This design comes from an exercise in tuning for small area on the open sky130 flow, not from production work. In this exercise RTL edits were held to simulation tests only and were not proved equivalent to the original. Power and IR drop assume default switching activity.

==> flow/design.v <==
parameter pig_size = 50;     
parameter snack_size = 60;
parameter vegetable_size = 60;
parameter trail_width = 50;  
parameter move = 50;  
parameter growth = 8;
parameter shrink = 32;
parameter trail_points = 8;  
parameter array_size = 32;  
parameter bit_width = 4;
parameter edge_length = 5;   
parameter minX = edge_length;    
parameter minY = edge_length;    
parameter maxX = 639;            
parameter maxY = 479;            
parameter startX = 300;  
parameter startY = 250;  
parameter startX_trail = 6;
parameter startY_trail = 5;
`timescale 1ns / 1ps
module clock_divider(clk, rst, one_hz_clk, fast_clk, fast_tick, blink_clk);
    input clk, rst;
    output reg one_hz_clk, fast_clk, blink_clk;
    output wire fast_tick;   
    reg hold_1;
    reg [14:0] one_hz_clk_dv_inc;
	reg [6:0] fast_clk_inc;
	reg [12:0] blink_clk_inc;
    localparam ONE_HZ_LIMIT = 29999;   
    localparam FAST_LIMIT   = 99;      
    localparam BLINK_LIMIT  = 4999;    
    assign fast_tick = !rst && (fast_clk_inc == FAST_LIMIT) && !fast_clk;
    always @(posedge clk) begin
        if (rst) begin
          one_hz_clk <= 1'b0;
          one_hz_clk_dv_inc <= 15'b0;
          fast_clk_inc <= 7'b0;
          fast_clk <= 1'b0;
          blink_clk_inc <= 13'b0;
          blink_clk <= 1'b0;
          hold_1 <= 1'b0;
        end
        else begin
          if (one_hz_clk_dv_inc == ONE_HZ_LIMIT) begin  
              one_hz_clk_dv_inc <= 15'b0;
              one_hz_clk <= hold_1;
              hold_1 <= ~hold_1;
          end
          else begin
              one_hz_clk_dv_inc <= one_hz_clk_dv_inc+1;
              one_hz_clk <= 0;
          end
          if (fast_clk_inc == FAST_LIMIT) begin
            fast_clk_inc <= 7'b0;
            fast_clk <= ~fast_clk;
          end
          else begin
            fast_clk_inc <= fast_clk_inc + 1;
          end
          if (blink_clk_inc == BLINK_LIMIT) begin
            blink_clk_inc <= 13'b0;
            blink_clk <= ~blink_clk;
          end
          else begin
            blink_clk_inc <= blink_clk_inc + 1;
          end
        end
    end
endmodule
`timescale 1ns / 1ps
module counter(new_round, rst, clk, clk_1, count_s1, count_s0, game_over, game_state);
	input new_round, clk, clk_1, rst, game_state;
    output reg game_over;
	output wire [3:0] count_s1, count_s0;
	reg [5:0] count_s;
  always @(posedge clk) begin
		if (rst || new_round) begin  
			count_s <= 15;
            game_over <= 0;
		end
		else if (game_state && clk_1) begin  
			if (count_s == 0) begin
				game_over <= 1;
			end
			else begin
				count_s <= count_s - 1;
			end
		end
	end
	assign count_s1 = count_s / 10;
	assign count_s0 = count_s % 10;
endmodule
`timescale 1ns / 1ps
module Debouncer(rst, clk, button, press);
	input rst, clk, button;
    output reg press;
	reg state;
	reg in, in_0;
	reg [11:0] cnt;
	localparam LOCKOUT = 2999;   
    always @(posedge clk) begin
		in_0 <= button; 
	end
	always @(posedge clk) begin
		in <= in_0; 
	end
    always @ (posedge clk) begin		
        if (rst) begin
            state <= 0;
            cnt <= 0;
            press <= 0;
        end
        if (state == 0 && in == 1) begin
			state <= 1;
            press <= 1;
			cnt <= 0;
		end
        else if (state == 1) begin
			cnt <= cnt + 1;
            press <= 0;
		end
        if (cnt == LOCKOUT) begin  
			state <= 0;
			cnt <= 0;
            press <= 0;
		end
	 end
endmodule
`timescale 1ns / 1ps
module pig_locator(clk, game_over, game_state, is_fifth_round, vegetable_consumed, rst, up, down, right, left, snackX, snackY, vegetableX, vegetableY, posX, posY_end, posX_end, pig_growth, posY, score, new_round, extra_move);
parameter pig_size = 50;     
parameter snack_size = 60;
parameter vegetable_size = 60;
parameter trail_width = 50;  
parameter move = 50;  
parameter growth = 8;
parameter shrink = 32;
parameter trail_points = 8;  
parameter array_size = 32;  
parameter bit_width = 4;
parameter edge_length = 5;   
parameter minX = edge_length;    
parameter minY = edge_length;    
parameter maxX = 639;            
parameter maxY = 479;            
parameter startX = 300;  
parameter startY = 250;  
parameter startX_trail = 6;
parameter startY_trail = 5;
    input clk, game_state, is_fifth_round, rst, up, down, right, left, game_over;
	input [10:0] snackX, snackY;
  	input [10:0] vegetableX, vegetableY;
    output reg signed[10:0] posY, posX, pig_growth;
	output wire signed[10:0] posY_end, posX_end;
	output reg [7:0] score;
	output reg new_round;
    output reg vegetable_consumed;
    reg up2, down2, left2, right2;
    reg [3:0] last_dir;   
	output reg signed [10:0] extra_move;
    reg signed [10:0] extra_move_perp;   
    wire signed [10:0] posX_minus_move;
    wire signed [10:0] posY_minus_move;
    wire signed [10:0] posX_plus_move;
    wire signed [10:0] posY_plus_move;
    wire signed [10:0] posX_end_plus_move;
    wire signed [10:0] posY_end_plus_move;
    wire signed [10:0] pig_snack_overlapX_lower;
    wire signed [10:0] pig_snack_overlapX_upper;
    wire signed [10:0] pig_snack_overlapY_lower;
    wire signed [10:0] pig_snack_overlapY_upper;
    wire signed [10:0] pig_veg_overlapX_lower;
    wire signed [10:0] pig_veg_overlapX_upper;
    wire signed [10:0] pig_veg_overlapY_lower;
    wire signed [10:0] pig_veg_overlapY_upper;
    assign posX_minus_move = posX - move - extra_move;          
    assign posY_minus_move = posY - move - extra_move;          
    assign posX_plus_move = posX + move + extra_move;           
    assign posY_plus_move = posY + move + extra_move;           
    assign posX_end_plus_move = posX_end + move + extra_move;   
    assign posY_end_plus_move = posY_end + move + extra_move;   
	assign posY_end = posY + pig_size + pig_growth;
	assign posX_end = posX + pig_size + pig_growth;
    assign pig_snack_overlapX_lower = snackX - pig_size - pig_growth;
    assign pig_snack_overlapX_upper = snackX + snack_size;
    assign pig_snack_overlapY_lower = snackY - pig_size - pig_growth;
    assign pig_snack_overlapY_upper = snackY + snack_size;
    assign pig_veg_overlapX_lower = vegetableX - pig_size - pig_growth;
    assign pig_veg_overlapX_upper = vegetableX + vegetable_size;
    assign pig_veg_overlapY_lower = vegetableY - pig_size - pig_growth;
    assign pig_veg_overlapY_upper = vegetableY + vegetable_size;
    always @(posedge clk) begin
        if (rst) begin
            last_dir <= 0;
            extra_move <= 0;
            up2 <= 0;
            down2 <= 0;
            left2 <= 0;
            right2 <= 0;
        end
        else begin
            up2 <= up;
            down2 <= down;
            left2 <= left;
            right2 <= right;
            if (up2 && (posY_minus_move >= minY))
                last_dir <= 4'b1000;
            if (down2 && (posY_end_plus_move <= maxY))
                last_dir <= 4'b0100;
            if (left2 && (posX_minus_move >= minX))
                last_dir <= 4'b0010;
            if (right2 && ((posX_end_plus_move) <= maxX))
                last_dir <= 4'b0001;
        end
        if (last_dir == 4'b1000 && (left || right)) begin
            extra_move <= (pig_growth >> 1);
            extra_move_perp <= (pig_growth >> 1);
        end
        else if (last_dir == 4'b0100 && (left || right)) begin
            extra_move <= (pig_growth >> 1);
            extra_move_perp <= -(pig_growth >> 1);
        end
        else if (last_dir == 4'b0010 && (up || down)) begin
            extra_move <= (pig_growth >> 1);
            extra_move_perp <= (pig_growth >> 1);
        end
        else if (last_dir == 4'b0001 && (up || down)) begin
            extra_move <= (pig_growth >> 1);
            extra_move_perp <= -(pig_growth >> 1);
        end
        else begin
            extra_move <= 0;
            extra_move_perp <= 0;
        end
    end
    always @(posedge clk) begin
        if (rst) begin  
            posY <= startY;
            posX <= startX;
			pig_growth <= 0;
			new_round <= 0;
			score <= 0;
            vegetable_consumed <= 0;
        end
        else if (!game_over && game_state) begin
            if (up2 && (posY_minus_move >= minY)) begin
					if ((posY_minus_move) > pig_snack_overlapY_lower && (posY_minus_move) < pig_snack_overlapY_upper &&
                        posX > pig_snack_overlapX_lower && posX < pig_snack_overlapX_upper)
                    begin
						new_round <= 1;
						vegetable_consumed <= 0;
						score <= score + 1;
						pig_growth <= pig_growth + growth;
						posY <= posY - growth - move - extra_move;   
						posX <= posX - (growth>>1) + extra_move_perp;
					end
					else if ((posY_minus_move) > pig_veg_overlapY_lower && (posY_minus_move) < pig_veg_overlapY_upper &&
                        posX > pig_veg_overlapX_lower && posX < pig_veg_overlapX_upper)
                    begin
						if (is_fifth_round && !vegetable_consumed) begin
							pig_growth <= pig_growth - shrink;
							vegetable_consumed <= 1;
							posY <= posY - move + shrink - extra_move;  
							posX <= posX + (shrink >> 1) + extra_move_perp;  
						end
						else begin
							posY <= posY - move - extra_move;  
							posX <= posX + extra_move_perp;
						end
					end
					else begin 
						posY <= posY - move - extra_move;   
						posX <= posX + extra_move_perp;
					end
            end
            else if (down2 && ((posY_end_plus_move) <= maxY)) begin
                    if ((posY_plus_move) > pig_snack_overlapY_lower && (posY_plus_move) < pig_snack_overlapY_upper &&
                        posX > pig_snack_overlapX_lower && posX < pig_snack_overlapX_upper)
                    begin
                    	new_round <= 1;
						vegetable_consumed <= 0;
						score <= score + 1;
						pig_growth <= pig_growth + growth;
						posY <= posY + move + extra_move;   
						posX <= posX - (growth>>1) + extra_move_perp;
					end
					else if ((posY_plus_move) > pig_veg_overlapY_lower && (posY_plus_move) < pig_veg_overlapY_upper &&
                        posX > pig_veg_overlapX_lower && posX < pig_veg_overlapX_upper)
                    begin
						if (is_fifth_round && !vegetable_consumed) begin
                            pig_growth <= pig_growth - shrink;
							vegetable_consumed <= 1;
							posY <= posY + move + extra_move;   
							posX <= posX + (shrink >> 1) + extra_move_perp;  
						end
						else begin
							posY <= posY + move + extra_move;   
							posX <= posX + extra_move_perp;
						end
					end
					else begin
						posY <= posY + move + extra_move;   
						posX <= posX + extra_move_perp;
					end
            end
            else if (right2 && ((posX_end_plus_move) <= maxX)  ) begin
                    if (posY > pig_snack_overlapY_lower && posY < pig_snack_overlapY_upper &&
                        (posX_plus_move) > pig_snack_overlapX_lower && (posX_plus_move) < pig_snack_overlapX_upper)
                    begin
						new_round <= 1;
						vegetable_consumed <= 0;
						score <= score + 1;
						pig_growth <= pig_growth + growth;
						posX <= posX + move + extra_move;   
						posY <= posY - (growth>>1) + extra_move_perp;
					end
					else if (posY > pig_veg_overlapY_lower && posY < pig_veg_overlapY_upper &&
                        (posX_plus_move) > pig_veg_overlapX_lower && (posX_plus_move) < pig_veg_overlapX_upper)
                    begin
						if (is_fifth_round && !vegetable_consumed) begin
                            pig_growth <= pig_growth - shrink;
							vegetable_consumed <= 1;
							posX <= posX + move + extra_move;   
							posY <= posY + (shrink >> 1) + extra_move_perp;  
						end
						else begin
							posX <= posX + move + extra_move;   
							posY <= posY + extra_move_perp;
						end
					end
					else begin
						posX <= posX + move + extra_move;   
						posY <= posY + extra_move_perp;
					end
            end
            else if (left2 && (posX_minus_move >= minX)) begin
                    if (posY > pig_snack_overlapY_lower && posY < pig_snack_overlapY_upper &&
                        (posX_minus_move) > pig_snack_overlapX_lower && (posX_minus_move) < pig_snack_overlapX_upper)
                    begin
						new_round <= 1;
						vegetable_consumed <= 0;
						score <= score + 1;
						pig_growth <= pig_growth + growth;
						posX <= posX - growth - move - extra_move;  
						posY <= posY - (growth>>1) + extra_move_perp;
					end
					else if (posY > pig_veg_overlapY_lower && posY < pig_veg_overlapY_upper &&
                        (posX_minus_move) > pig_veg_overlapX_lower && (posX_minus_move) < pig_veg_overlapX_upper)
                    begin
						if (is_fifth_round && !vegetable_consumed) begin
                            pig_growth <= pig_growth - shrink;
							vegetable_consumed <= 1;
							posX <= posX - move + shrink - extra_move;   
							posY <= posY + (shrink >> 1) + extra_move_perp;
						end
						else begin
							posX <= posX - move - extra_move;   
							posY <= posY + extra_move_perp;
						end
					end
					else begin
						posX <= posX - move - extra_move;   
						posY <= posY + extra_move_perp;
					end
            end
			else begin
				new_round <= 0;
			end
        end
    end
endmodule
`timescale 1ns / 1ps
module snack_locator(clk, rst, new_round, pigX, pigY, pig_growth, posX, posY, start, posX_end, posY_end);
	input start, clk, rst, new_round;
	input wire [10:0] pigX, pigY, pig_growth;
	output reg [10:0] posX, posY;
	output wire [10:0] posX_end, posY_end;
parameter pig_size = 50;     
parameter snack_size = 60;
parameter vegetable_size = 60;
parameter trail_width = 50;  
parameter move = 50;  
parameter growth = 8;
parameter shrink = 32;
parameter trail_points = 8;  
parameter array_size = 32;  
parameter bit_width = 4;
parameter edge_length = 5;   
parameter minX = edge_length;    
parameter minY = edge_length;    
parameter maxX = 639;            
parameter maxY = 479;            
parameter startX = 300;  
parameter startY = 250;  
parameter startX_trail = 6;
parameter startY_trail = 5;
	reg[9:0] countX, countY;
	assign posX_end = posX + snack_size;
	assign posY_end = posY + snack_size;
	always @(posedge clk) begin
		if (rst) begin
			posX <= 0;
			posY <= 0;
			countX = minX;
            countY = minY;
		end
        else if (start || new_round) begin
            if (countX >= posX - snack_size - pig_growth && countX <= posX + pig_size &&
                countY >= posY - snack_size - pig_growth && countY <= posY + pig_size)                                                                            
            begin
                if (countY - pig_size > minY)
                    countY = countY - pig_size;   
                else if (countY + pig_size < maxY - snack_size)
                    countY = countY + pig_size;   
                else if (countX - pig_size > minX)
                    countX = countX - pig_size;   
                else if (countX + pig_size < maxX - snack_size)
                    countX = countX + pig_size;   
            end
            posX <= countX;	 
			posY <= countY;
        end
		else begin
			if (countX == maxX - snack_size)
				countX = minX;
			else
				countX = countX+1;
			if (countY == maxY - snack_size)
				countY = minY;
			else
				countY = countY+1;
		end
	end
endmodule
`timescale 1ns / 1ps
module vegetable_locator(clk, rst, start, new_round, pigX, pigY, pig_growth, posX, posY, posX_end, posY_end);
    input start, clk, rst, new_round;
	input wire [10:0] pigX, pigY, pig_growth;
    output reg [10:0] posX, posY;
    output wire [10:0] posX_end, posY_end;
parameter pig_size = 50;     
parameter snack_size = 60;
parameter vegetable_size = 60;
parameter trail_width = 50;  
parameter move = 50;  
parameter growth = 8;
parameter shrink = 32;
parameter trail_points = 8;  
parameter array_size = 32;  
parameter bit_width = 4;
parameter edge_length = 5;   
parameter minX = edge_length;    
parameter minY = edge_length;    
parameter maxX = 639;            
parameter maxY = 479;            
parameter startX = 300;  
parameter startY = 250;  
parameter startX_trail = 6;
parameter startY_trail = 5;
    reg[9:0] countX, countY;
    assign posX_end = posX + vegetable_size;
    assign posY_end = posY + vegetable_size;
    always @(posedge clk) begin
        if (rst) begin
            posX <= 0;
            posY <= 0;
            countX = 300;
            countY = 300;
        end
        else if (start || new_round) begin
            if (countX >= pigX - vegetable_size - pig_growth && countX <= pigX + pig_size &&
                countY >= pigY - vegetable_size - pig_growth && countY <= pigY + pig_size)                                                                            
            begin
                if (countY - pig_size > minY)
                    countY = countY - pig_size;   
                else if (countY + pig_size < maxY - vegetable_size)
                    countY = countY + pig_size;   
                else if (countX - pig_size > minX)
                    countX = countX - pig_size;   
                else if (countX + pig_size < maxX - vegetable_size)
                    countX = countX + pig_size;   
            end
            posX <= countX;   
            posY <= countY;
        end
        else begin
            if (countX == maxX - vegetable_size)
                countX = minX;
            else
                countX = countX+1;
            if (countY == maxY - vegetable_size)
                countY = minY;
            else
                countY = countY+1;
        end
    end
endmodule
`timescale 1ns / 1ps
module trail_locator(clk, rst, new_round, game_state, game_over, round, up, down, left, right, pigX, pigY, trailX, trailY, pig_growth, extra_move);
    input clk, rst, game_state, up, down, left, right, game_over, new_round;
	input [7:0] round;
    input [9:0] pigX, pigY, pig_growth;
    input signed [10:0] extra_move;
parameter pig_size = 50;     
parameter snack_size = 60;
parameter vegetable_size = 60;
parameter trail_width = 50;  
parameter move = 50;  
parameter growth = 8;
parameter shrink = 32;
parameter trail_points = 8;  
parameter array_size = 32;  
parameter bit_width = 4;
parameter edge_length = 5;   
parameter minX = edge_length;    
parameter minY = edge_length;    
parameter maxX = 639;            
parameter maxY = 479;            
parameter startX = 300;  
parameter startY = 250;  
parameter startX_trail = 6;
parameter startY_trail = 5;
    output reg [array_size-1:0] trailX, trailY;
	wire [9:0] ta;
	reg [4:0] tempX, tempY;
	reg first_move;
	reg [5:0] num_points;
	reg signed[10:0] pig_growth2;
	reg up2, down2, left2, right2;
	assign ta = bit_width*num_points;
    always @(posedge clk) begin
		if (!rst) begin
			up2<=up;
			right2<=right;
			down2<=down;
			left2<=left;
		end
        if (rst) begin
			trailX <= {array_size{1'b1}};
			trailY <= {array_size{1'b1}};
			num_points <= 0;
			tempX <= 0;
			tempY <= 0;
			up2<=0;
			right2<=0;
			down2<=0;
			left2<=0;
			first_move <= 0;
		  end
		  else if (!game_over && game_state && ((up2&&pigY>=minY+move+extra_move) || (down2&&pigY+pig_size+pig_growth+move+extra_move<=maxY) || (right2&&pigX+pig_size+pig_growth+move+extra_move<=maxX) || (left2&&pigX>=minX+move+extra_move))) begin
            if (first_move == 0) begin
				first_move <= 1;
				trailX[ta +: bit_width] <= startX_trail;
				trailY[ta +: bit_width] <= startY_trail;
				if (up2) begin
					tempX <= startX_trail;
					tempY <= startY_trail - 1;
				end
				else if (down2) begin
					tempX <= startX_trail;
					tempY <= startY_trail + 1;
				end
				if (right2) begin
					tempX <= startX_trail + 1;
					tempY <= startY_trail;
				end
				if (left2) begin
					tempX <= startX_trail - 1;
					tempY <= startY_trail;
				end
			end
			else if (up2) begin
				tempX <= tempX;
				tempY <= tempY - 1;
            end
            else if (down2) begin
				tempX <= tempX;
				tempY <= tempY + 1;
            end
            else if (right2) begin
				tempX <= tempX + 1;
				tempY <= tempY;
            end
            else if (left2) begin
				tempX <= tempX - 1;
				tempY <= tempY;
            end
			if (first_move != 0) begin
				trailX[ta +: bit_width] <= tempX;
				trailY[ta +: bit_width] <= tempY;
			end
			if (num_points == 2*round) begin
				num_points <= 0;
			end
			else if (num_points == trail_points-1) begin
				num_points <= 0;
			end
			else begin
				num_points <= num_points+1;
			end
        end
    end
endmodule
`timescale 1ns / 1ps
module ss_display(clk, fast_tick, blink_clk, game_over, rst, score, count_s1, count_s0, seg, an);
    input clk, fast_tick, blink_clk, rst, game_over;
    input wire [6:0] score;
	input wire [3:0] count_s1, count_s0;
    output reg [7:0] seg;    
    output wire [3:0] an;     
    reg [3:0] a;
    wire [3:0] score_1, score_2;
    assign score_1 = score % 10;
    assign score_2 = score / 10;
    always @(posedge clk) begin
        if (rst) begin
            a <= 1;
        end
        else if (fast_tick) begin
            if (a == 4'b1000) begin
                a <= 4'b0001;
            end
            else begin
                a <= a << 1;   
            end
        end
    end
    assign an = ~a;
    always @(*) begin
        if (rst == 1) begin
            seg = 8'b11111111;
        end
        else if (game_over && blink_clk) begin
            seg = 8'b11111111;
        end
        else if (game_over == 0) begin
            case (a)
                4'b0001: begin
                    case (count_s0)
                        0: begin
                            seg = ~8'b00111111;
                        end
                        1: begin
                            seg = ~8'b00000110;
                        end
                        2: begin
                            seg = ~8'b01011011;
                        end
                        3: begin
                            seg = ~8'b01001111;
                        end
                        4: begin
                            seg = ~8'b01100110;
                        end
                        5: begin
                            seg = ~8'b01101101;
                        end
                        6: begin
                            seg = ~8'b01111101;
                        end
                        7: begin
                            seg = ~8'b00000111;
                        end
                        8: begin
                            seg = ~8'b01111111;
                        end
                        9: begin
                            seg = ~8'b01100111;
                        end
                        default: begin
                            seg = 8'b11111111;
                        end
                    endcase
                end
                4'b0010: begin
                    case (count_s1)
                        0: begin
                            seg = ~8'b00111111;
                        end
                        1: begin
                            seg = ~8'b00000110;
                        end
                        2: begin
                            seg = ~8'b01011011;
                        end
                        3: begin
                            seg = ~8'b01001111;
                        end
                        4: begin
                            seg = ~8'b01100110;
                        end
                        5: begin
                            seg = ~8'b01101101;
                        end
                        6: begin
                            seg = ~8'b01111101;
                        end
                        7: begin
                            seg = ~8'b00000111;
                        end
                        8: begin
                            seg = ~8'b01111111;
                        end
                        9: begin
                            seg = ~8'b01100111;
                        end
                        default: begin
                            seg = 8'b11111111;
                        end
                    endcase
                end
                4'b0100: begin
                    seg = 8'b11111111;
                end
                4'b1000: begin
                    seg = 8'b11111111;
                end
                default: begin
                    seg = 8'b11111111;
                end
            endcase
        end
        else begin
            case (a)
                4'b0001: begin
                    case (score_1)
                        0: begin
                            seg = ~8'b00111111;
                        end
                        1: begin
                            seg = ~8'b00000110;
                        end
                        2: begin
                            seg = ~8'b01011011;
                        end
                        3: begin
                            seg = ~8'b01001111;
                        end
                        4: begin
                            seg = ~8'b01100110;
                        end
                        5: begin
                            seg = ~8'b01101101;
                        end
                        6: begin
                            seg = ~8'b01111101;
                        end
                        7: begin
                            seg = ~8'b00000111;
                        end
                        8: begin
                            seg = ~8'b01111111;
                        end
                        9: begin
                            seg = ~8'b01100111;
                        end
                        default: begin
                            seg = 8'b11111111;
                        end
                    endcase
                end
                4'b0010: begin
                    case (score_2)
                        0: begin
                            seg = ~8'b00111111;
                        end
                        1: begin
                            seg = ~8'b00000110;
                        end
                        2: begin
                            seg = ~8'b01011011;
                        end
                        3: begin
                            seg = ~8'b01001111;
                        end
                        4: begin
                            seg = ~8'b01100110;
                        end
                        5: begin
                            seg = ~8'b01101101;
                        end
                        6: begin
                            seg = ~8'b01111101;
                        end
                        7: begin
                            seg = ~8'b00000111;
                        end
                        8: begin
                            seg = ~8'b01111111;
                        end
                        9: begin
                            seg = ~8'b01100111;
                        end
                        default: begin
                            seg = 8'b11111111;
                        end
                       endcase
                   end
                   4'b0100: begin
                        seg = 8'b11111111;
                   end
                   4'b1000: begin
                        seg = 8'b11111111;
                   end
                   default: begin
                        seg = 8'b11111111;
                   end
             endcase
        end
    end
endmodule
`timescale 1ns / 1ps
module vga640x480(
	input wire dclk,			 
	input wire clr,	     
    input game_state,
	input game_over,
	input display_blue,
    input is_fifth_round,
    input vegetable_consumed,
	input wire [10:0] pigX,
	input wire [10:0] pigY,
	input wire [10:0] pigX_end,
	input wire [10:0] pigY_end,
	input wire [10:0] snackX,
	input wire [10:0] snackY,
	input wire [10:0] snackY_end, 
	input wire [10:0] snackX_end,
	input wire [10:0] vegetableX,
	input wire [10:0] vegetableY,
	input wire [10:0] vegetableY_end, 
	input wire [10:0] vegetableX_end,
	input wire [31:0] trailX,
	input wire [31:0] trailY,
	output wire hsync,		 
	output wire vsync,		 
	output reg [2:0] red,	 
	output reg [2:0] green,  
	output reg [1:0] blue	 
	);
parameter pig_size = 50;     
parameter snack_size = 60;
parameter vegetable_size = 60;
parameter trail_width = 50;  
parameter move = 50;  
parameter growth = 8;
parameter shrink = 32;
parameter trail_points = 8;  
parameter array_size = 32;  
parameter bit_width = 4;
parameter edge_length = 5;   
parameter minX = edge_length;    
parameter minY = edge_length;    
parameter maxX = 639;            
parameter maxY = 479;            
parameter startX = 300;  
parameter startY = 250;  
parameter startX_trail = 6;
parameter startY_trail = 5;
parameter hpixels = 800; 
parameter vlines = 521;  
parameter hpulse = 96; 	 
parameter vpulse = 2; 	 
parameter hbp = 144; 	 
parameter hfp = 784; 	 
parameter vbp = 31; 		 
parameter vfp = 511; 	 
reg [9:0] hc;
reg [9:0] vc;
wire [9:0] vga_pigX, vga_pigY;			 
wire [9:0] vga_pigX_end, vga_pigY_end;	 
wire [9:0] vga_snackX, vga_snackY;			 
wire [9:0] vga_snackX_end, vga_snackY_end;	 
wire [9:0] vga_vegetableX, vga_vegetableY;			 
wire [9:0] vga_vegetableX_end, vga_vegetableY_end;	 
reg displayPig, displaySnack, displayVegetable;
wire displayFart;
always @(posedge dclk)
begin
	if (clr == 1)
	begin
		hc <= 0;
		vc <= 0;
	end
	else
	begin
		if (hc < hpixels - 1)
			hc <= hc + 1;
		else
		begin
			hc <= 0;
			if (vc < vlines - 1)
				vc <= vc + 1;
			else
				vc <= 0;
		end
	end
end
assign hsync = (hc < hpulse) ? 0:1;
assign vsync = (vc < vpulse) ? 0:1;
assign vga_pigX = pigX + hbp;
assign vga_pigY = pigY + vbp;
assign vga_pigX_end = hbp + pigX_end;
assign vga_pigY_end = vbp + pigY_end;
assign vga_snackX = snackX + hbp;
assign vga_snackY = snackY + vbp;
assign vga_snackX_end = snackX_end + hbp;
assign vga_snackY_end = snackY_end + vbp;
assign vga_vegetableX = vegetableX + hbp;
assign vga_vegetableY = vegetableY + vbp;
assign vga_vegetableX_end = vegetableX_end + hbp;
assign vga_vegetableY_end = vegetableY_end + vbp;
reg [trail_points-1:0] TEST;
integer i;
assign displayFart = | TEST;
always @(posedge dclk) begin
	displayPig <= (hc >= vga_pigX && hc <= vga_pigX_end && vc >= vga_pigY && vc <= vga_pigY_end);
	displaySnack <= (hc >= vga_snackX && hc <= vga_snackX_end && vc >= vga_snackY && vc <= vga_snackY_end);
	if (is_fifth_round && !vegetable_consumed)
		displayVegetable <= (hc >= vga_vegetableX && hc <= vga_vegetableX_end && vc >= vga_vegetableY && vc <= vga_vegetableY_end);
	else
		displayVegetable <= 0;
	for(i = 0; i < trail_points; i=i+1) begin
		TEST[i] <= (trailX[bit_width*i +: bit_width] != 31 && trailY[bit_width*i +: bit_width] != 31 && hc >= (hbp + trail_width*trailX[bit_width*i +: bit_width]) && hc <= (hbp + trail_width*trailX[bit_width*i +: bit_width] + trail_width) && vc >= (vbp + trail_width*trailY[bit_width*i +: bit_width]) && vc <= (vbp + trail_width*trailY[bit_width*i +: bit_width] + trail_width));	
	end
end
reg [1:0] game_over_count;
always @(*) begin
	if (vc >= vbp && vc < vfp)
	begin
        if (hc >= hbp && hc < (hbp+640)) begin	 
			if (game_over && game_state && display_blue) begin   
				if (((hc >= hbp+edge_length+200 && hc <= hbp+edge_length+250) || (hc >= hbp+edge_length+384 && hc <= hbp+edge_length+434)) && vc >= vbp+edge_length+120 && vc <= vbp+edge_length+170) begin
					red = 3'b111;
					green = 3'b111;
					blue = 2'b11;
				end
				else if (hc >= hbp+edge_length+50 && hc <= hbp+edge_length+584 && vc >= vbp+edge_length+220 && vc <= vbp+edge_length+270) begin
					red = 3'b111;
					green = 3'b111;
					blue = 2'b11;
				end
				else if (((hc >= hbp+edge_length+50 && hc <= hbp+edge_length+100) || (hc >= hbp+edge_length+534 && hc <= hbp+edge_length+584)) && vc >= vbp+edge_length+270 && vc <= vbp+edge_length+320) begin
					red = 3'b111;
					green = 3'b111;
					blue = 2'b11;
				end
				else begin
					red = 3'b000;
					green = 3'b000;
					blue = 2'b11;
				end
			end
			else begin  
				if (displayPig) begin   
					red = 3'b111;
					green = 3'b000;
					blue = 2'b11;
				end
				else if (game_state && displaySnack) begin   
					red = 3'b000;
					green = 3'b000;
					blue = 2'b11;
				end
				else if (game_state && displayVegetable) begin   
					red = 3'b000;
					green = 3'b111;
					blue = 2'b00;
				end
				else if (game_state && displayFart) begin  
					red = 3'b111;
					green = 3'b100;
					blue = 2'b00;
				end
				else begin	 
					red = 3'b111;
					green = 3'b111;
					blue = 2'b11;    
				end
			end
        end
        else begin	 
            red = 0;
            green = 0;
            blue = 0;
        end
	end
	else
	begin
		red = 0;
		green = 0;
		blue = 0;
	end
end
endmodule
`timescale 1ns / 1ps
module top(rst, clk, start, btnU, btnR, btnD, btnL, seg, an, led, hsync, vsync, red, green, blue);
parameter pig_size = 50;     
parameter snack_size = 60;
parameter vegetable_size = 60;
parameter trail_width = 50;  
parameter move = 50;  
parameter growth = 8;
parameter shrink = 32;
parameter trail_points = 8;  
parameter array_size = 32;  
parameter bit_width = 4;
parameter edge_length = 5;   
parameter minX = edge_length;    
parameter minY = edge_length;    
parameter maxX = 639;            
parameter maxY = 479;            
parameter startX = 300;  
parameter startY = 250;  
parameter startX_trail = 6;
parameter startY_trail = 5;
    input rst, start, clk, btnU, btnR, btnD, btnL;
	output [7:0] seg;
	output [3:0] an;
    output reg [7:0] led;
	output wire hsync;		 
	output wire vsync;		 
	output wire [2:0] red;	 
	output wire [2:0] green;  
	output wire [1:0] blue;	 
    reg [1:0] game_over_count;
    reg display_blue;
    reg rst1, rst2, start1, start2;
    wire RST, NEW_START;
    reg game_state, START;
    wire[7:0] score;
    wire is_fifth_round, vegetable_consumed;
    wire [array_size-1:0] trailX, trailY;
    wire [3:0] s_0, s_1;
    wire clk_1, clk_fast, clk_blink, fast_tick;
    wire game_over, game_over1, new_round;
    wire btnU_press, btnD_press, btnR_press, btnL_press;
    wire [9:0] pigX, pigY, snackX, snackY, snackX_end, snackY_end, pigX_end, pigY_end, pig_growth;
    wire [9:0] vegetableX, vegetableY, vegetableX_end, vegetableY_end;
    wire signed [10:0] extra_move;
    wire [10:0] pigX_w, pigY_w, pigX_end_w, pigY_end_w, pig_growth_w;
    wire [10:0] snackX_w, snackY_w, snackX_end_w, snackY_end_w;
    wire [10:0] vegetableX_w, vegetableY_w, vegetableX_end_w, vegetableY_end_w;
    assign pigX = pigX_w[9:0];
    assign pigY = pigY_w[9:0];
    assign pigX_end = pigX_end_w[9:0];
    assign pigY_end = pigY_end_w[9:0];
    assign pig_growth = pig_growth_w[9:0];
    assign snackX = snackX_w[9:0];
    assign snackY = snackY_w[9:0];
    assign snackX_end = snackX_end_w[9:0];
    assign snackY_end = snackY_end_w[9:0];
    assign vegetableX = vegetableX_w[9:0];
    assign vegetableY = vegetableY_w[9:0];
    assign vegetableX_end = vegetableX_end_w[9:0];
    assign vegetableY_end = vegetableY_end_w[9:0];
    reg[trail_points-1:0] TEST;
    wire game_over3;
	assign game_over3 = | TEST;
    integer i;
    always @(posedge clk) begin
        if (!RST && !game_over) begin
            led <= score;
        end
        else if (!RST && game_over) begin
            led <= 0;
        end
		if (!RST && clk_1) begin
			if (game_over && game_state) begin
				game_over_count <= game_over_count + 1;
			end
			if (game_over_count == 2) begin
				display_blue <= 1;
			end
		end
        if (RST) begin
            game_state <= 0;
            START <= 0;
            TEST <= 0;
            game_over_count <= 0;
            display_blue <= 0;
        end
		else if(game_state) begin
			START <= 0;
			for(i = 0; i < trail_points; i=i+1) begin
                TEST[i] <= (trailX[bit_width*i +: bit_width] != 31 && trailY[bit_width*i +: bit_width] != 31 &&
                    ((pigX > trail_width*trailX[bit_width*i +: bit_width] && pigX < trail_width*trailX[bit_width*i +: bit_width] + trail_width) ||
                    (pigX_end > trail_width*trailX[bit_width*i +: bit_width] && pigX_end < trail_width*trailX[bit_width*i +: bit_width] + trail_width) ||
                    (pigX <= trail_width*trailX[bit_width*i +: bit_width] && pigX_end >= trail_width*trailX[bit_width*i +: bit_width] + trail_width)) &&
                    ((pigY > trail_width*trailY[bit_width*i +: bit_width] && pigY < trail_width*trailY[bit_width*i +: bit_width] + trail_width) ||
                    (pigY_end > trail_width*trailY[bit_width*i +: bit_width] && pigY_end < trail_width*trailY[bit_width*i +: bit_width] + trail_width) ||
                    (pigY <= trail_width*trailY[bit_width*i +: bit_width] && pigY_end >= trail_width*trailY[bit_width*i +: bit_width] + trail_width)));
            end
		end
		else if (NEW_START && !game_state) begin
            game_state <= 1;
            START <= 1;
        end
        rst1 <= rst;
        rst2 <= rst1;
        start1 <= start;
        start2 <= start1;
    end
	assign RST = rst1 ^ rst2;
    assign NEW_START = start1 ^ start2;
    assign game_over = game_over1 || game_over3;
    assign is_fifth_round = score != 0 && (score % 5) == 0;
    clock_divider CD(.rst(RST), .clk(clk), .one_hz_clk(clk_1), .fast_clk(clk_fast), .fast_tick(fast_tick),
        .blink_clk(clk_blink));
    counter COUNT(.new_round(new_round), .rst(RST), .clk(clk), .clk_1(clk_1), .count_s1(s_1), .count_s0(s_0),
        .game_over(game_over1), .game_state(game_state));
    Debouncer DEBOUNCEU(.rst(RST), .clk(clk), .button(btnU), .press(btnU_press));
    Debouncer DEBOUNCED(.rst(RST), .clk(clk), .button(btnD), .press(btnD_press));
    Debouncer DEBOUNCER(.rst(RST), .clk(clk), .button(btnR), .press(btnR_press));
    Debouncer DEBOUNCEL(.rst(RST), .clk(clk), .button(btnL), .press(btnL_press));
    pig_locator PIG(.game_state(game_state), .is_fifth_round(is_fifth_round), .clk(clk), .game_over(game_over),
        .rst(RST), .snackX({1'b0, snackX}), .vegetable_consumed(vegetable_consumed), .vegetableX({1'b0, vegetableX}), .vegetableY({1'b0, vegetableY}),
        .snackY({1'b0, snackY}), .up(btnU_press), .down(btnD_press),
        .right(btnR_press), .left(btnL_press), .posX(pigX_w), .posY(pigY_w), .new_round(new_round),
        .posX_end(pigX_end_w), .posY_end(pigY_end_w), .pig_growth(pig_growth_w), .score(score), .extra_move(extra_move));
    snack_locator SNACK(.clk(clk), .rst(RST), .new_round(new_round), .pigX({1'b0, pigX}), .pigY({1'b0, pigY}), .pig_growth({1'b0, pig_growth}),
		.posX(snackX_w), .posX_end(snackX_end_w),
        .posY_end(snackY_end_w), .posY(snackY_w), .start(START));
    vegetable_locator VEGETABLE(.pigX({1'b0, pigX}), .pigY({1'b0, pigY}), .pig_growth({1'b0, pig_growth}), .clk(clk), .rst(RST), .start(START), .new_round(new_round),
        .posX(vegetableX_w), .posY(vegetableY_w), .posX_end(vegetableX_end_w), .posY_end(vegetableY_end_w));
    trail_locator TRAIL(.clk(clk), .rst(RST), .round(score), .game_state(game_state), .new_round(new_round), .game_over(game_over), .up(btnU_press), .down(btnD_press),
        .left(btnL_press), .right(btnR_press), .pigX(pigX), .pigY(pigY), .pig_growth(pig_growth), .trailX(trailX),
        .trailY(trailY), .extra_move(extra_move));
    ss_display SS(.clk(clk), .fast_tick(fast_tick), .blink_clk(clk_blink), .game_over(game_over), .rst(RST), .score(score[6:0]),
        .count_s1(s_1), .count_s0(s_0), .seg(seg), .an(an));
    vga640x480 VGA(.game_state(game_state), .is_fifth_round(is_fifth_round), .vegetable_consumed(vegetable_consumed),
        .dclk(clk), .clr(RST), .game_over(game_over), .display_blue(display_blue),
        .pigX({1'b0, pigX}), .pigX_end({1'b0, pigX_end}), .pigY_end({1'b0, pigY_end}), .pigY({1'b0, pigY}), .snackX({1'b0, snackX}), .snackY({1'b0, snackY}),
        .snackY_end({1'b0, snackY_end}), .snackX_end({1'b0, snackX_end}), .vegetableX({1'b0, vegetableX}), .vegetableY({1'b0, vegetableY}),
        .vegetableX_end({1'b0, vegetableX_end}), .vegetableY_end({1'b0, vegetableY_end}), .trailX(trailX), .trailY(trailY),
        .hsync(hsync), .vsync(vsync), .red(red), .green(green), .blue(blue));
endmodule
==> flow/run.sh <==
#!/bin/bash
# synth_recipe.tcl (not shown) runs the flow's synth.tcl, then flattens the netlist and writes it again
# the make line also repeats each setting of config.mk as NAME=value (left out here)
make -C /OpenROAD-flow-scripts/flow DESIGN_CONFIG=/design/flow/config.mk WORK_HOME=/design/flow/orfs CLKGATE_MAP_FILE= SYNTH_SCRIPT=/design/flow/synth_recipe.tcl finish
==> flow/config.mk <==
export PLATFORM = sky130hd
export DESIGN_NAME = top
export DESIGN_NICKNAME = top
export VERILOG_FILES = /design/flow/design.v
export SDC_FILE = /design/flow/constraint.sdc
export NUM_CORES = 4
export LEC_CHECK = 0
export CAP_MARGIN = 20
export CORE_MARGIN = 2
export CORE_UTILIZATION = 40
export PLACE_DENSITY = 0.6
export SLEW_MARGIN = 20
==> flow/constraint.sdc <==
create_clock -name core_clock -period 12.0 [get_ports {clk}]
set_input_delay 2.4000 -clock core_clock [delete_from_list [all_inputs] [get_ports {clk}]]
set_output_delay 2.4000 -clock core_clock [all_outputs]
set_load 0.01 [all_outputs]
==> out/qor.csv <==
stage,metric,value,unit
critical_path,maximum net fanout on the critical path,25,
clock_network,total clock sinks,391,
synth,most frequently used flop master after synthesis,dfxtp_1,
final_layout,number of antenna cells inserted,0,
final_layout,post-route non-filler standard cell count,11300,
power,P_sw,9.13,mW
synth,ys async rst share,0,%
critical_path,destination of the worst register-to-register timing path,PIG.posX[4]$_SDFFE_PP0P_,
clock_network,worst-case clock buffer depth,3,
power,switching part of the total,53.5,%
route,final antenna-violating net count,0,
clock_network,cts bufs inserted,54,
clock_network,Skew-Pair Late Insertion Delay,0.70,ns
clock_network,number of post-CTS setup repair buffers,0,
placed_design,post-detail-place hpwl,190000,um
critical_path,CP max stage cell,dfxtp_1,
timing,min Tclk post-route,8.42,ns
placed_design,placer congestion estimate,0.968,
final_layout,fin nets,10900,
global_route,pin count of the biggest net entering global routing,56,
synth,fraction of the mapped netlist area in simple logic gates,18.5,%
critical_path,flop2flop setup slack,4.42,ns
die,Starting Density,40.3,%
route,average via count per standard cell,5.84,
timing,largest clock skew in the final design,0.0555,ns
clock_network,clock tree from TritonCTS,yes,
synth,compound-cell area share of the yosys netlist,18.7,%
clock_network,Post-CTS Resized,0,
critical_path,data required time of the critical path,9.60,ns
run,number of violations of the max-capacitance limit,0,
critical_path,"Data arrival, critical path",6.02,ns
synth,top post-synthesis cells by area,"ha_1, dfxtp_1, xnor2_1, a21oi_1, xor2_1",
global_route,global-route wire length before repair,382000,um
critical_path,Crit. path cell count,18,
placed_design,Cells after DPL,11200,
critical_path,longest individual stage delay on the worst path,0.90,ns
timing,f_max,119,MHz
synth,count of warnings emitted by yosys,10,
critical_path,Critical path buffers and inverters,2,
critical_path,kind of critical path,flip-flop to primary output,
synth,sequential element share of the synthesized area,11.0,%
synth,top cell type's share of synthesized area,33.7,%
power,internal power,7.95,mW
power,fraction of power consumed by sequential logic,10.0,%
timing,transition time at the pin with the least slew margin,1.18,ns
clock_network,CTS H-Tree Depth,2,
critical_path,CP dominant cell by count,a21oi_1,
die,Rows,155,
final_layout,layout cell share with drive strength beyond 1,3.99,%
route,first-iteration detailed-routing DRC count,4849,
route,number of detailed-routing iterations run before antenna repair,6,
timing,Final Hold Viols,0,
synth,share of the synthesized netlist area taken by xor and xnor gates,9.67,%
critical_path,Worst path top cell family by delay,compound AO/OA/AOI/OAI gates,
timing,setup-violating endpoint count in the final report,0,
critical_path,launch point of the critical path,PIG.score[5]$_SDFFE_PP0P_,
synth,main combinational cell family by area after synthesis,adder cells,
synth,count of cell types in the netlist,100,
power,leakage power,37.8,nW
global_route,initial antenna violation count,4,
route,DRC viols,0,
placed_design,total of buffers placed on input and output ports,35,
global_route,combined global-route utilization of all metal layers,26.5,%
global_route,number of global-route vias before repair,63800,
clock_network,CTS clock-pin slew for the worst setup and hold paths,0.06,ns
timing,relative slew slack,21.1,%
clock_network,buffer cell driving the clock tree root,clkbuf_16,
timing,final setup TNS,0,ns
final_layout,post-route cell area,77400,sq um
power,share of total power in the clock network,10.7,%
timing,Pins Over Slew Limit,0,
die,area of the placeable core,179000,sq um
power,part of the power in combinational logic,79.3,%
synth,number of cells produced by synthesis,8884,
run_status,run status,no timing/DRC/antenna violations,
power,Cell Pwr Density,221,nW/um^2
timing,unrepaired setup endpoints after global routing,no,
die,Top Ports,37,
die,DIE HEIGHT,428,um
die,die boundary width,428,um
synth,leading area contributor after synthesis,ha_1,
die,Die Area,183000,sq um
critical_path,ordered list of cells on the worst path,"nor2_1, inv_1, ha_1, nor2b_1, a21oi_1, a21oi_2, maj3_1, nand2_1, o311ai_2, xnor2_1, ha_1, a21oi_1, xnor2_1, o21ai_0, a21oi_1, nor3_1, o21ai_0, clkdlybuf4s50_1",
route,wire length reported by the detailed router,251000,um
synth,most instantiated library cell after synthesis,ha_1,
timing,Tcrit/Tclk final,70.2,%
synth,synthesized net count,10900,
power,Worst IR Drop VDD,166,uV
critical_path,crit path capture type,primary output,
synth,count of flip-flops with a built-in enable after synthesis,8,
synth,most frequent cells after synthesis,"ha_1, a21oi_1, inv_1",
critical_path,Worst Setup EP,seg[4],
synth,post-synth design cell area,72000,sq um
placed_design,total cell area at the placement stage,75400,sq um
synth,number of synthesized register bits,391,
synth,Adder-Cell Fraction of Synth Area,35.7,%
synth,Avg Synthesized Cell Area,8.10,sq um
global_route,GRT Residual Overflow,0,
final_layout,synthesis-to-layout area growth,7.60,%
power,overall power after layout,17.1,mW
worst_hold_path,path type of the worst min-delay path,flip-flop to flip-flop,
critical_path,Critical R2R Launch,PIG.posY[1]$_SDFFE_PP1P_,
critical_path,CP startpoint kind,flip-flop,
synth,mux contribution to synthesized area,1.88,%
final_layout,number of filler instances in the final layout,17700,
clock_network,# hold bufs at CTS,0,
critical_path,Worst Reg2Reg Path Length in Cells,25,
route,total vias in the final route,65800,
route,wire length per cell,22.3,um
[layout make-up]
cell class / count / area, sq um / area share (%)
Clock inverter: 29 / 432 / 0.558
Inverter: 629 / 2370 / 3.06
Multi-Input combinational cell: 7634 / 60900 / 78.6
Timing Repair Buffer: 162 / 1300 / 1.68
Clock buffer: 71 / 1540 / 1.98
Sequential cell: 391 / 7950 / 10.3
Tap cell: 2355 / 2950 / 3.81
[state kept, by name, summed over array words and instances (netlist names), 9 cells and up]
signal and count:
CD.blink_clk_inc 13, CD.one_hz_clk_dv_inc 15, DEBOUNCED.cnt 12, DEBOUNCEL.cnt 12
DEBOUNCER.cnt 12, DEBOUNCEU.cnt 12, PIG.extra_move_perp 9, PIG.posX 10
PIG.posY 10, SNACK.countX 10, SNACK.countY 10, SNACK.posX 10
SNACK.posY 10, TRAIL.trailX 32, TRAIL.trailY 32, VEGETABLE.countX 10
VEGETABLE.countY 10, VEGETABLE.posX 10, VEGETABLE.posY 10, VGA.hc 10
VGA.vc 10
[routing by layer]
metal	wire length (um)	up-vias	part of all wire (%)	global-route usage, %
met3	14600	472	5.8	2.83
met4	14100	0	5.6	12.7
met5	0	-	0	0
met1	110000	31400	44	34.3
li1	-	32000	-	-
met2	112000	1994	45	43.7
[layout by cell type (no fill, tap or decap), types with 49 or more instances in the layout]
| cell | n |
|---|---|
| nand2b_1 | 268 |
| nor3_1 | 157 |
| fa_1 | 68 |
| clkbuf_16 | 55 |
| a31oi_1 | 66 |
| o21a_1 | 228 |
| and3_1 | 98 |
| nand4_1 | 139 |
| a21o_1 | 257 |
| xnor2_1 | 524 |
| nor4_1 | 49 |
| nor2_1 | 549 |
| a21oi_1 | 635 |
| ha_1 | 1939 |
| inv_1 | 613 |
| buf_4 | 127 |
| xor2_1 | 261 |
| or3_1 | 68 |
| nand2_1 | 560 |
| dfxtp_1 | 351 |
| o21ai_0 | 433 |
| nor2b_1 | 262 |
| nand3_1 | 238 |
| mux2i_1 | 111 |
[metrics by stage]
step | hold slack, ns | worst slack [ns] | util [%]
final | 0.328 | 3.58 | 43.3
after global routing | 0.337 | 3.09 | 43.3
after CTS | 0.334 | 3.19 | 43.3
after detailed placement | 0.321 | 3.92 | 42.2
after global placement | 0.317 | 4.05 | 42.2
after floorplan | 0.310 | 5.32 | -
[worst min-delay path by stage]
stage,start,endpoint,slack (ns),depth (start not counted)
5_1_grt,DEBOUNCEL.in_0$_DFF_P_,DEBOUNCEL.in$_DFF_P_,0.34,0
6_report,DEBOUNCEL.in_0$_DFF_P_,DEBOUNCEL.in$_DFF_P_,0.33,0
2_1_floorplan,DEBOUNCED.in_0$_DFF_P_,DEBOUNCED.in$_DFF_P_,0.31,0
3_5_place_dp,DEBOUNCED.in_0$_DFF_P_,DEBOUNCED.in$_DFF_P_,0.32,0
4_1_cts,DEBOUNCEL.in_0$_DFF_P_,DEBOUNCEL.in$_DFF_P_,0.33,0
3_3_place_gp,DEBOUNCEU.in_0$_DFF_P_,DEBOUNCEU.in$_DFF_P_,0.32,0
[power by group through the flow]
stage | sequential (mW) | combinational, mW | clock (mW)
after CTS | 1.70 | 13.3 | 1.86
after global placement | 1.73 | 12.9 | 0
final | 1.71 | 13.5 | 1.82
after global routing | 1.73 | 15.0 | 1.90
after floorplan | 1.71 | 9.23 | 0
after detailed placement | 1.73 | 13.2 | 0
[kinds of logic after synthesis]
group | count (synthesis)
buffers and inverters | 859
other | 1
AND/OR/NAND/NOR | 2596
XOR/XNOR | 794
AO/OA/AOI/OAI | 2102
multiplexers | 131
flip-flops | 391
adder cells (fa/ha/maj) | 2010

==> static timing again, ports no longer ideal <==
The results above use ideal ports. As a check the final layout listed here was re-extracted and re-timed, cells and wires unchanged.
Step 1 (the two cells are an assumption about what drives the block):
set clk [get_ports {clk}]
set_driving_cell -lib_cell sky130_fd_sc_hd__clkbuf_16 $clk
set_driving_cell -lib_cell sky130_fd_sc_hd__buf_2 [delete_from_list [all_inputs] $clk]
Step 2 moves the port delays by t, midway between the first and last clock arrival at a register: inputs arrive t later, outputs are due t later. That takes back most of the time a late clock gives input paths.
Three values: no drivers, after step 1, after step 2; two values: the first two.
t (ns): 0.744
slack for setup (ns): 3.576 / 3.505 / 4.250
hold slack, ns: 0.328 / 0.328 / 0.328
worst setup path at the end: register to output
worst register clock-pin slew, ns: 0.07 / 0.07
After both steps this run still meets setup and hold. For this run, drivers alone change the setup slack by -0.071 ns; drivers and shift together by +0.674 ns.
